Source: an optimization exercise on an open RTL-to-GDS flow (aim: small area, a short achievable clock period and few clock cycles). Production flows keep margins and buffers that such runs may drop.
In this exercise RTL edits were held to simulation tests only and were not proved equivalent to the original.
Power is estimated from default activity; no workload was simulated.

Design m1, start of the top module:
module m1(
input logic Clock,
input logic StartBit,
input logic Resetn,
input logic [15:0] ReadData,
output logic [15:0] WriteData,
output logic [17:0] SRAM_Address,
output logic Wen,
output logic StopBit
);
localparam logic [17:0] U_BASE   = 18'd38400;
localparam logic [17:0] V_BASE   = 18'd57600;
localparam logic [17:0] RGB_BASE = 18'd146944;
logic        run;
logic [4:0]  p;        
logic [15:0] S;        
logic [7:0]  col;      
logic [17:0] Wa;       
logic        w5, w6;   
logic        wr;       
logic        f0, f1, f157, f158, f159, quirk;    
logic        start;    
logic        last;     
assign Wen = ~wr;
always_ff @(posedge Clock or negedge Resetn) begin
	if (~Resetn) begin
		run <= 1'b0;
		start <= 1'b0;
		p <= 5'b00001;
		S <= 16'd0;
		col <= 8'd156;
		Wa <= RGB_BASE;
		w5 <= 1'b0;
		w6 <= 1'b0;
		f0 <= 1'b0;
		f1 <= 1'b0;
		f157 <= 1'b0;
		f158 <= 1'b0;
		f159 <= 1'b0;
		quirk <= 1'b0;
		SRAM_Address <= 18'd0;
		wr <= 1'b0;
		last <= 1'b0;
		StopBit <= 1'b0;
	end else if (~run) begin
		start <= StartBit;
		if (start && p[0]) begin
			run <= 1'b1;
			SRAM_Address <= U_BASE;
		end
	end else begin
		p <= {p[3:0], p[4]};
		wr <= 1'b0;
		if (p[0] | p[2] | p[3]) begin
			SRAM_Address <= Wa;
			if (p[0] ? w6 : w5) begin
				wr <= 1'b1;
				Wa <= Wa + 18'd1;
			end
			if (p[0] & w6 & (&Wa)) last <= 1'b1;
		end
		if (p[1]) begin
			SRAM_Address <= {2'b00, S - 16'd4};
			if (last) begin
				StopBit <= 1'b1;
				run <= 1'b0;
  ...
For scale: roughly 2400 cells after synthesis, roughly 430 flip-flops, about 55 I/O pins.
==> module m1, before the edit <==
module m1(
input logic Clock,
input logic StartBit,
input logic Resetn,
input logic [15:0] ReadData,
output logic [15:0] WriteData,
output logic [17:0] SRAM_Address,
output logic Wen,
output logic StopBit
);
localparam logic [17:0] U_BASE   = 18'd38400;
localparam logic [17:0] V_BASE   = 18'd57600;
localparam logic [17:0] RGB_BASE = 18'd146944;
logic        run;
logic [4:0]  p;        
logic [15:0] S;        
logic [7:0]  col;      
logic [17:0] Wa;       
logic        w5, w6;   
logic        wr;       
logic        f0, f1, f157, f158, f159, quirk;    
logic        start;    
logic        last;     
assign Wen = ~wr;
always_ff @(posedge Clock or negedge Resetn) begin
	if (~Resetn) begin
		run <= 1'b0;
		start <= 1'b0;
		p <= 5'b00001;
		S <= 16'd0;
		col <= 8'd156;
		Wa <= RGB_BASE;
		w5 <= 1'b0;
		w6 <= 1'b0;
		f0 <= 1'b0;
		f1 <= 1'b0;
		f157 <= 1'b0;
		f158 <= 1'b0;
		f159 <= 1'b0;
		quirk <= 1'b0;
		SRAM_Address <= 18'd0;
		wr <= 1'b0;
		last <= 1'b0;
		StopBit <= 1'b0;
	end else if (~run) begin
		start <= StartBit;
		if (start && p[0]) begin
			run <= 1'b1;
			SRAM_Address <= U_BASE;
		end
	end else begin
		p <= {p[3:0], p[4]};
		wr <= 1'b0;
		if (p[0] | p[2] | p[3]) begin
			SRAM_Address <= Wa;
			if (p[0] ? w6 : w5) begin
				wr <= 1'b1;
				Wa <= Wa + 18'd1;
			end
			if (p[0] & w6 & (&Wa)) last <= 1'b1;
		end
		if (p[1]) begin
			SRAM_Address <= {2'b00, S - 16'd4};
			if (last) begin
				StopBit <= 1'b1;
				run <= 1'b0;
				p <= 5'b00000;
			end
		end
		if (p[4]) begin
			S <= S + 16'd1;
			col <= f159 ? 8'd0 : col + 8'd1;
			f0 <= f159;
			f1 <= f0;
			f157 <= (col == 8'd156);
			f158 <= f157;
			f159 <= f158;
			quirk <= (S == 16'd5);
			if (S == 16'd4) w5 <= 1'b1;
			if (S == 16'd5) w6 <= 1'b1;
			SRAM_Address <= (S[0] ? U_BASE + 18'd1 : V_BASE) + {3'b000, S[15:1]};
		end
	end
end
logic [7:0] ur [0:5];
logic [7:0] vr [0:5];
logic [15:0] upend;
logic [7:0]  vpend;
wire ins = run & p[2];
always_ff @(posedge Clock) begin
	for (int k = 0; k < 5; k++) begin
		ur[k] <= ur[k+1];
		vr[k] <= vr[k+1];
	end
	ur[5] <= ur[0];
	vr[5] <= vr[0];
	if (ins) begin
		ur[0] <= S[0] ? upend[15:8] : upend[7:0];
		vr[0] <= S[0] ? ReadData[15:8] : vpend;
	end
	if (ins & ~S[0]) upend <= ReadData;
	if (ins & S[0]) vpend <= ReadData[7:0];
end
logic usel;
always_ff @(posedge Clock) usel <= p[2];
logic [7:0] w [0:5];
always_comb begin
	if (usel) for (int k = 0; k < 6; k++) w[k] = ur[5-k];
	else      for (int k = 0; k < 6; k++) w[k] = vr[(10-k) % 6];
end
logic [7:0] a1, b1, a2, b2, a3, b3;
always_comb begin
	a1 = w[2];
	b1 = f159 ? w[2] : w[3];
	a2 = f0 ? w[2] : w[1];
	b2 = f159 ? w[2] : f158 ? w[3] : w[4];
	a3 = f0 ? w[2] : f1 ? w[1] : w[0];
	b3 = f159 ? w[2] : f158 ? w[3] : (f157 || quirk) ? w[4] : w[5];
end
logic [8:0] s1, s2, s3;
always_ff @(posedge Clock) begin
	s1 <= a1 + b1;
	s2 <= a2 + b2;
	s3 <= a3 + b3;
end
wire [8:0] io;
wire [10:0] io3;
m1_interp u_interp(.Clock(Clock), .s1(s1), .s2(s2), .s3(s3), .o(io), .o3(io3));
logic [8:0] uo;     
always_ff @(posedge Clock) uo <= io;
logic [7:0] yb, yl;
always_ff @(posedge Clock) begin
	yb <= p[4] ? ReadData[15:8] : yl;
	if (p[4]) yl <= ReadData[7:0];
end
wire [7:0] ue = ur[1];
wire [7:0] ve = vr[1];
wire [8:0] eu = {ue[7], ~ue[7], ue[6:0]};
wire [8:0] ev = {ve[7], ~ve[7], ve[6:0]};
logic esel;
always_ff @(posedge Clock) esel <= p[4];
wire [8:0] xu = esel ? eu : uo;
wire [22:0] xt;
m1_yterm u_yterm(.Y(yb), .T(xt));
logic [22:0] pt;
logic [8:0] pu, pv;
logic [10:0] pu3, pv3;
always_ff @(posedge Clock) begin
	pt <= xt;
	pu <= xu;
	pu3 <= {xu, 1'b0} + {2'b00, xu};
	if (esel) begin
		pv <= ev;
		pv3 <= {ev, 1'b0} + {2'b00, ev};
	end else begin
		pv <= io;
		pv3 <= io3;
	end
end
wire [7:0] rr, gg, bb;
m1_pix u_pix(.Clock(Clock), .T(pt), .U(pu), .U3(pu3), .V(pv), .V3(pv3), .R(rr), .G(gg), .B(bb));
logic [7:0]  bh;
logic [15:0] gbh;
always_ff @(posedge Clock) begin
	bh <= bb;
	if (p[3]) gbh <= {gg, bb};
	if (p[2])      WriteData <= {rr, gg};
	else if (p[3]) WriteData <= {bh, rr};
	else           WriteData <= gbh;
end
endmodule
clock: 12.0 ns
lec_check: 0
cap_margin: 20
core_margin: 2
core_utilization: 60
cts_buf_list: sky130_fd_sc_hd__clkbuf_16
cts_cluster_diameter: 90
cts_cluster_size: 22
slew_margin: 20
standard.sh (not shown) runs the stock make flow with config.mk's settings and CLKGATE_MAP_FILE= SYNTH_SCRIPT=/design/flow/synth_recipe.tcl, a recipe that flattens the netlist after the stock synthesis.
==> flow/flow/run.sh <==
#!/bin/bash
# Standard synthesis, then the standard layout with stronger port buffers,
# a clock tree with a strong root buffer and larger sink clusters, and
# timing repair aimed below the design's clock period. Each make run's
# full output goes to its own log here; ORFS keeps per-step logs in orfs/logs.
set -euo pipefail
bash standard.sh synth > synth.log 2>&1
bash standard.sh "BUFFER_PORTS_ARGS=-buffer_cell sky130_fd_sc_hd__buf_4" "SETUP_SLACK_MARGIN=8.3" \
  "CTS_ARGS=-sink_clustering_enable -repair_clock_nets -buf_list sky130_fd_sc_hd__clkbuf_16 -root_buf sky130_fd_sc_hd__clkbuf_16 -sink_clustering_size 26 -sink_clustering_max_diameter 150" \
  finish > layout.log 2>&1
Testbench counts at the start, summed over its fixed seeds: cycles 1,152,174.
Rerun with:
--- a/flow/design.v
+++ b/flow/design.v
@@ -22,7 +22,6 @@
 logic        wr;       
 logic        f0, f1, f157, f158, f159, quirk;    
 logic        start;    
-logic        last;     
 assign Wen = ~wr;
 always_ff @(posedge Clock or negedge Resetn) begin
 	if (~Resetn) begin
@@ -42,11 +41,10 @@
 		quirk <= 1'b0;
 		SRAM_Address <= 18'd0;
 		wr <= 1'b0;
-		last <= 1'b0;
 		StopBit <= 1'b0;
 	end else if (~run) begin
 		start <= StartBit;
-		if (start && p[0]) begin
+		if (start && ~StopBit) begin
 			run <= 1'b1;
 			SRAM_Address <= U_BASE;
 		end
@@ -59,14 +57,12 @@
 				wr <= 1'b1;
 				Wa <= Wa + 18'd1;
 			end
-			if (p[0] & w6 & (&Wa)) last <= 1'b1;
 		end
 		if (p[1]) begin
 			SRAM_Address <= {2'b00, S - 16'd4};
-			if (last) begin
+			if (wr && (&SRAM_Address)) begin
 				StopBit <= 1'b1;
 				run <= 1'b0;
-				p <= 5'b00000;
 			end
 		end
 		if (p[4]) begin
Clock power rose by about 1%. Total power came out higher by 1.0%. Cell count decreases by 0.71%. Wire length grows by 0.51%. Via count hardly moves. Clock skew is about the same. Critical path depth rises by 1. Cell area decreases by 0.59%. First-iteration DRC count went up by 46%. Setup slack loses 0.038 ns. Global-route usage went up by 1.0 points. Flip-flop and latch count is lower by 1.
Testbench counts after the change, summed over its fixed seeds: cycles 1,152,174.

-- afterwards: timing with drivers on the ports --
No port has a modelled driver above. Below, the same layouts with a new extraction and two added sets of constraints. Step 1 assumes that a clkbuf_16 drives the clock port and a buf_2 every other input. Step 2 moves the port delays by t, midway between the first and last clock arrival at a register: inputs arrive t later, outputs are due t later. That takes back most of the time a late clock gives input paths. a / b / c = ideal ports / drivers / drivers and shift; a / b = the first two.
run | t, ns | slack for setup (ns) | hold WS [ns] | clock arrival spread, ns
the first run | 0.613 | 8.451 / 8.393 / 8.474 | 0.352 / 0.352 / 0.352 | 0.033 / 0.033
the second run | 0.609 | 8.412 / 8.354 / 8.481 | 0.354 / 0.354 / 0.354 | 0.024 / 0.024
After both steps every run listed still meets setup and hold.
